Context: an optimization exercise on an open-source flow, tuned for small area, a short achievable clock period and few clock cycles per item. The choices shown serve that exercise and are no tape-out recipe. The RTL was checked by simulation tests, not by an equivalence proof against the original design.

==> flow/design.v <==
`timescale 1ns/1ps
`default_nettype none
module div_unit_step (
    input  logic [31:0] r,
    input  logic [31:0] y,
    input  logic        hiok,
    input  logic        sa,
    output logic        q,
    output logic [31:0] rn
);
    logic [31:0] g, p, gg, pp;
    always_comb begin
        g  = r & y;
        p  = r ^ y;
        gg = g;
        pp = p;
        for (int l = 0; l < 5; l++)
            for (int i = 0; i < 32; i++)
                if ((i % (2 << l)) == (2 << l) - 1) begin
                    gg[i] = gg[i] | (pp[i] & gg[i - (1 << l)]);
                    pp[i] = pp[i] & pp[i - (1 << l)];
                end
        for (int l = 3; l >= 0; l--)
            for (int i = 0; i < 32; i++)
                if ((i % (2 << l)) == (1 << l) - 1 && i >= (2 << l)) begin
                    gg[i] = gg[i] | (pp[i] & gg[i - (1 << l)]);
                    pp[i] = pp[i] & pp[i - (1 << l)];
                end
    end
    assign q  = hiok & ~(sa & r[31]) & (gg[31] | (sa & pp[31]));
    assign rn = q ? (p ^ {gg[30:0], 1'b0}) : r;
endmodule
module div_unit #(
    parameter integer K = 5
) (
    input  logic        clk_i,
    input  logic        rst_ni,
    input  logic        start_i,
    input  logic [2:0]  op_type_i,
    input  logic [31:0] operand_a_i,
    input  logic [31:0] operand_b_i,
    output logic [31:0] result_o,
    output logic        done_o,
    output logic        busy_o,
    output logic        exception_valid_o,
    output logic [31:0] exception_cause_o
);
    localparam integer W  = 32 + K - 1;        
    localparam integer MM = (32 + K - 1) / K;  
    localparam integer CW = (MM > 8) ? 4 : 3;    
    function automatic logic [5:0] lzc32(input logic [31:0] v);
        logic [15:0] z2;  logic [15:0] p2;
        logic [7:0]  z4;  logic [15:0] p4;
        logic [3:0]  z8;  logic [11:0] p8;
        logic [1:0]  z16; logic [7:0]  p16;
        for (int i = 0; i < 16; i++) begin
            z2[i] = ~(v[2*i+1] | v[2*i]);
            p2[i] = ~v[2*i+1];
        end
        for (int i = 0; i < 8; i++) begin
            z4[i] = z2[2*i+1] & z2[2*i];
            p4[2*i+1] = z2[2*i+1];
            p4[2*i]   = z2[2*i+1] ? p2[2*i] : p2[2*i+1];
        end
        for (int i = 0; i < 4; i++) begin
            z8[i] = z4[2*i+1] & z4[2*i];
            p8[3*i+2] = z4[2*i+1];
            p8[3*i+1 -: 2] = z4[2*i+1] ? p4[4*i+1 -: 2] : p4[4*i+3 -: 2];
        end
        for (int i = 0; i < 2; i++) begin
            z16[i] = z8[2*i+1] & z8[2*i];
            p16[4*i+3] = z8[2*i+1];
            p16[4*i+2 -: 3] = z8[2*i+1] ? p8[6*i+2 -: 3] : p8[6*i+5 -: 3];
        end
        if (z16[1] & z16[0]) lzc32 = 6'd32;
        else lzc32 = {1'b0, z16[1], z16[1] ? p16[3:0] : p16[7:4]};
    endfunction
    logic        busy_q, done_q, first_q, acc;
    logic [CW-1:0] cnt_q;
    logic [2:0]  op_q;
    logic [31:0] r_q, d_q, q_q;
    logic        sa_q, exc_q;
    logic        sgn, sa0, sa, sb, bz, ovf;
    logic [31:0] x0, bm, nb;
    logic [32:0] cb;
    logic [5:0]  la, lb;
    logic signed [7:0] n;
    logic [CW-1:0] mm1, rc;
    assign sgn = ~op_q[0];
    assign sa0 = sgn & r_q[31];
    assign sa  = first_q ? sa0 : sa_q;
    assign sb  = sgn & d_q[31];
    assign x0  = r_q ^ {32{first_q & sa0}};
    assign bm  = d_q ^ {32{sb}};
    assign ovf = (r_q == 32'h80000000) && (d_q == 32'hFFFFFFFF);
    assign cb[0] = ~sb;
    for (genvar i = 0; i < 32; i++) begin : g_inc
        assign nb[i]    = ~bm[i] ^ cb[i];
        assign cb[i+1] = ~bm[i] & cb[i];
    end
    assign la = 6'd32 - lzc32(x0);
    assign lb = 6'd32 - lzc32(bm);
    assign bz = (lb == 6'd0) & ~sb;
    assign n = $signed({2'b00, la}) - $signed({2'b00, lb}) + $signed({7'd0, sa0 & ~sb}) + 8'sd1;
    always_comb begin
        mm1 = '0;
        for (int j = 1; j < MM; j++)
            if (n > j * K) mm1 = CW'(j);
    end
    assign rc = first_q ? mm1 : cnt_q;
    logic [W-1:0] ys [0:CW];
    assign ys[0] = W'({1'b1, nb}) << (K - 1);
    for (genvar i = 0; i < CW; i++) begin : g_align
        assign ys[i+1] = rc[i] ? (ys[i] << (K << i)) : ys[i];
    end
    logic [W-1:0] yw;
    assign yw = ys[CW];
    logic [31:0]  rs [0:K];
    logic [K-1:0] qb;
    assign rs[0] = x0;
    for (genvar j = 0; j < K; j++) begin : g_step
        logic [W-1:0] yj;
        logic         hiok;
        assign yj = W'({{j{1'b1}}, yw} >> j);
        if (W - j > 32) begin : g_hi
            assign hiok = &yj[W-1-j:32];
        end else begin : g_nohi
            assign hiok = 1'b1;
        end
        div_unit_step u_step (
            .r(rs[j]), .y(yj[31:0]), .hiok(hiok), .sa(sa), .q(qb[K-1-j]), .rn(rs[j+1])
        );
    end
    logic        last, is_rem, negl, rflip;
    logic [31:0] qbase, qf, qn;
    logic [32:0] orq;
    assign last   = (rc == '0);
    assign is_rem = op_q[2] & op_q[1];
    assign qbase  = first_q ? 32'd0 : q_q;
    assign qf     = {qbase[31-K:0], qb & {K{op_q[2]}}};
    assign negl   = last & op_q[2] & ~op_q[1] & ((sa ^ sb) | bz);
    assign rflip  = sa;
    logic [32-K:0] orh;
    assign orq[0] = bz;
    assign orh[0] = 1'b0;
    for (genvar i = 0; i < 32; i++) begin : g_res
        if (i < K) begin : g_lo
            assign orq[i+1] = orq[i] | qf[i];
        end else begin : g_hi
            assign orh[i-K+1] = orh[i-K] | qf[i];
            assign orq[i+1]   = orq[K] | orh[i-K+1];
        end
        assign qn[i] = (is_rem ? rs[K][i] : qf[i]) ^ (is_rem ? rflip : (negl & orq[i]));
    end
    always_ff @(posedge clk_i or negedge rst_ni) begin
        if (!rst_ni) begin
            busy_q <= 1'b0;
            done_q <= 1'b0;
        end else if (start_i) begin
            busy_q <= 1'b1;
            done_q <= 1'b0;
        end else if (done_q) begin
            busy_q <= 1'b0;
            done_q <= 1'b0;
        end else if (busy_q && last) begin
            done_q <= 1'b1;
        end
    end
    assign acc = ~busy_q | done_q;
    always_ff @(posedge clk_i) begin
        first_q <= start_i;
        cnt_q   <= rc - CW'(1);
        q_q     <= qn;
        if (acc) begin
            r_q  <= operand_a_i;
            d_q  <= operand_b_i;
            op_q <= op_type_i;
        end else begin
            r_q  <= rs[K];
        end
        if (first_q) begin
            sa_q  <= sa0;
            exc_q <= bz | ovf;
        end
    end
    assign result_o          = q_q;
    assign done_o            = done_q;
    assign busy_o            = busy_q;
    assign exception_valid_o = exc_q;
    assign exception_cause_o = {30'd0, exc_q, 1'b0};
endmodule
export LEC_CHECK = 0
export ABC_AREA = 1
export CAP_MARGIN = 20
export CORE_MARGIN = 2
export CORE_UTILIZATION = 65
export SLEW_MARGIN = 20
create_clock -name core_clock -period 150.0 [get_ports {clk_i}]
standard.sh (not shown) runs the stock make flow with config.mk's settings and CLKGATE_MAP_FILE= SYNTH_SCRIPT=/design/flow/synth_recipe.tcl, a recipe that flattens the netlist after the stock synthesis.
==> flow/flow/run.sh <==
#!/bin/bash
# Standard ORFS layout (bash standard.sh) with four changes:
#  - the logic is mapped with the area-oriented ABC script in
#    flow/abc_area.script (used through a copy of the ORFS scripts folder);
#  - Yosys does not pre-map full and half adders (ADDER_MAP_FILE empty), so
#    ABC maps all the logic;
#  - constant outputs keep the single tie cell from synthesis
#    (SKIP_REPAIR_TIE_FANOUT);
#  - the input and output port buffers are sky130_fd_sc_hd__buf_1.
# The flow's full output is in standard_flow.log; ORFS keeps each step's log
# under orfs/logs/.
set -euo pipefail
rm -rf orfs_scripts
cp -r "$FLOW_HOME/scripts" orfs_scripts
cp flow/abc_area.script orfs_scripts/abc_area.script
export SCRIPTS_DIR="$PWD/orfs_scripts"
export ADDER_MAP_FILE=
export SKIP_REPAIR_TIE_FANOUT=1
export BUFFER_PORTS_ARGS="-buffer_cell sky130_fd_sc_hd__buf_1"
bash standard.sh > standard_flow.log 2>&1
==> flow/flow/abc_area.script <==
strash
balance
rewrite
refactor
balance
rewrite
rewrite -z
balance
refactor -z
rewrite -z
balance
dch
amap -m
topo
stime -c
buffer -c
dnsize -c
Testbench counts at the start, summed over its fixed seeds: cycles 5,099, ops 1,600.
==> next run, changes <==
--- a/flow/design.v
+++ b/flow/design.v
@@ -47,35 +47,8 @@
 );
     localparam integer W  = 32 + K - 1;        
     localparam integer MM = (32 + K - 1) / K;  
     localparam integer CW = (MM > 8) ? 4 : 3;    
-    function automatic logic [5:0] lzc32(input logic [31:0] v);
-        logic [15:0] z2;  logic [15:0] p2;
-        logic [7:0]  z4;  logic [15:0] p4;
-        logic [3:0]  z8;  logic [11:0] p8;
-        logic [1:0]  z16; logic [7:0]  p16;
-        for (int i = 0; i < 16; i++) begin
-            z2[i] = ~(v[2*i+1] | v[2*i]);
-            p2[i] = ~v[2*i+1];
-        end
-        for (int i = 0; i < 8; i++) begin
-            z4[i] = z2[2*i+1] & z2[2*i];
-            p4[2*i+1] = z2[2*i+1];
-            p4[2*i]   = z2[2*i+1] ? p2[2*i] : p2[2*i+1];
-        end
-        for (int i = 0; i < 4; i++) begin
-            z8[i] = z4[2*i+1] & z4[2*i];
-            p8[3*i+2] = z4[2*i+1];
-            p8[3*i+1 -: 2] = z4[2*i+1] ? p4[4*i+1 -: 2] : p4[4*i+3 -: 2];
-        end
-        for (int i = 0; i < 2; i++) begin
-            z16[i] = z8[2*i+1] & z8[2*i];
-            p16[4*i+3] = z8[2*i+1];
-            p16[4*i+2 -: 3] = z8[2*i+1] ? p8[6*i+2 -: 3] : p8[6*i+5 -: 3];
-        end
-        if (z16[1] & z16[0]) lzc32 = 6'd32;
-        else lzc32 = {1'b0, z16[1], z16[1] ? p16[3:0] : p16[7:4]};
-    endfunction
     logic        busy_q, done_q, first_q, acc;
     logic [CW-1:0] cnt_q;
     logic [2:0]  op_q;
     logic [31:0] r_q, d_q, q_q;
@@ -97,10 +70,16 @@
     for (genvar i = 0; i < 32; i++) begin : g_inc
         assign nb[i]    = ~bm[i] ^ cb[i];
         assign cb[i+1] = ~bm[i] & cb[i];
     end
-    assign la = 6'd32 - lzc32(x0);
-    assign lb = 6'd32 - lzc32(bm);
+    always_comb begin
+        la = 6'd0;
+        lb = 6'd0;
+        for (int i = 0; i < 32; i++) begin
+            if (x0[i]) la = 6'(i + 1);
+            if (bm[i]) lb = 6'(i + 1);
+        end
+    end
     assign bz = (lb == 6'd0) & ~sb;
     assign n = $signed({2'b00, la}) - $signed({2'b00, lb}) + $signed({7'd0, sa0 & ~sb}) + 8'sd1;
     always_comb begin
         mm1 = '0;
After rerunning: The changed run finished with timing, DRC and antenna clean. Global-route usage came out lower by 0.76 points. Clock-buffer cell count came out higher by 1. Via count came out lower slightly.
Testbench counts after the change, summed over its fixed seeds: cycles 5,099, ops 1,600.

[afterwards: timing with drivers on the ports]
Ports are ideal in the flow. The routed layouts listed here were re-timed in OpenROAD. Step 1, drivers: a clkbuf_16 drives clk_i and a buf_2 each remaining input, both assumed. Step 2 moves the port delays by t, midway between the first and last clock arrival at a register: inputs arrive t later, outputs are due t later. That takes back most of the time a late clock gives input paths. Three values: ideal, step 1, step 2; two values: the first two.
run | t, ns | slack for setup (ns) | worst slew at a driven data input, ns | cell pins on the clock port's net
the first run | 0.384 | 119.076 / 119.038 / 119.422 | 0.06 | 1
the second run | 0.383 | 119.085 / 119.044 / 119.427 | 0.05 | 1
After both steps setup and hold are still met in every run listed.
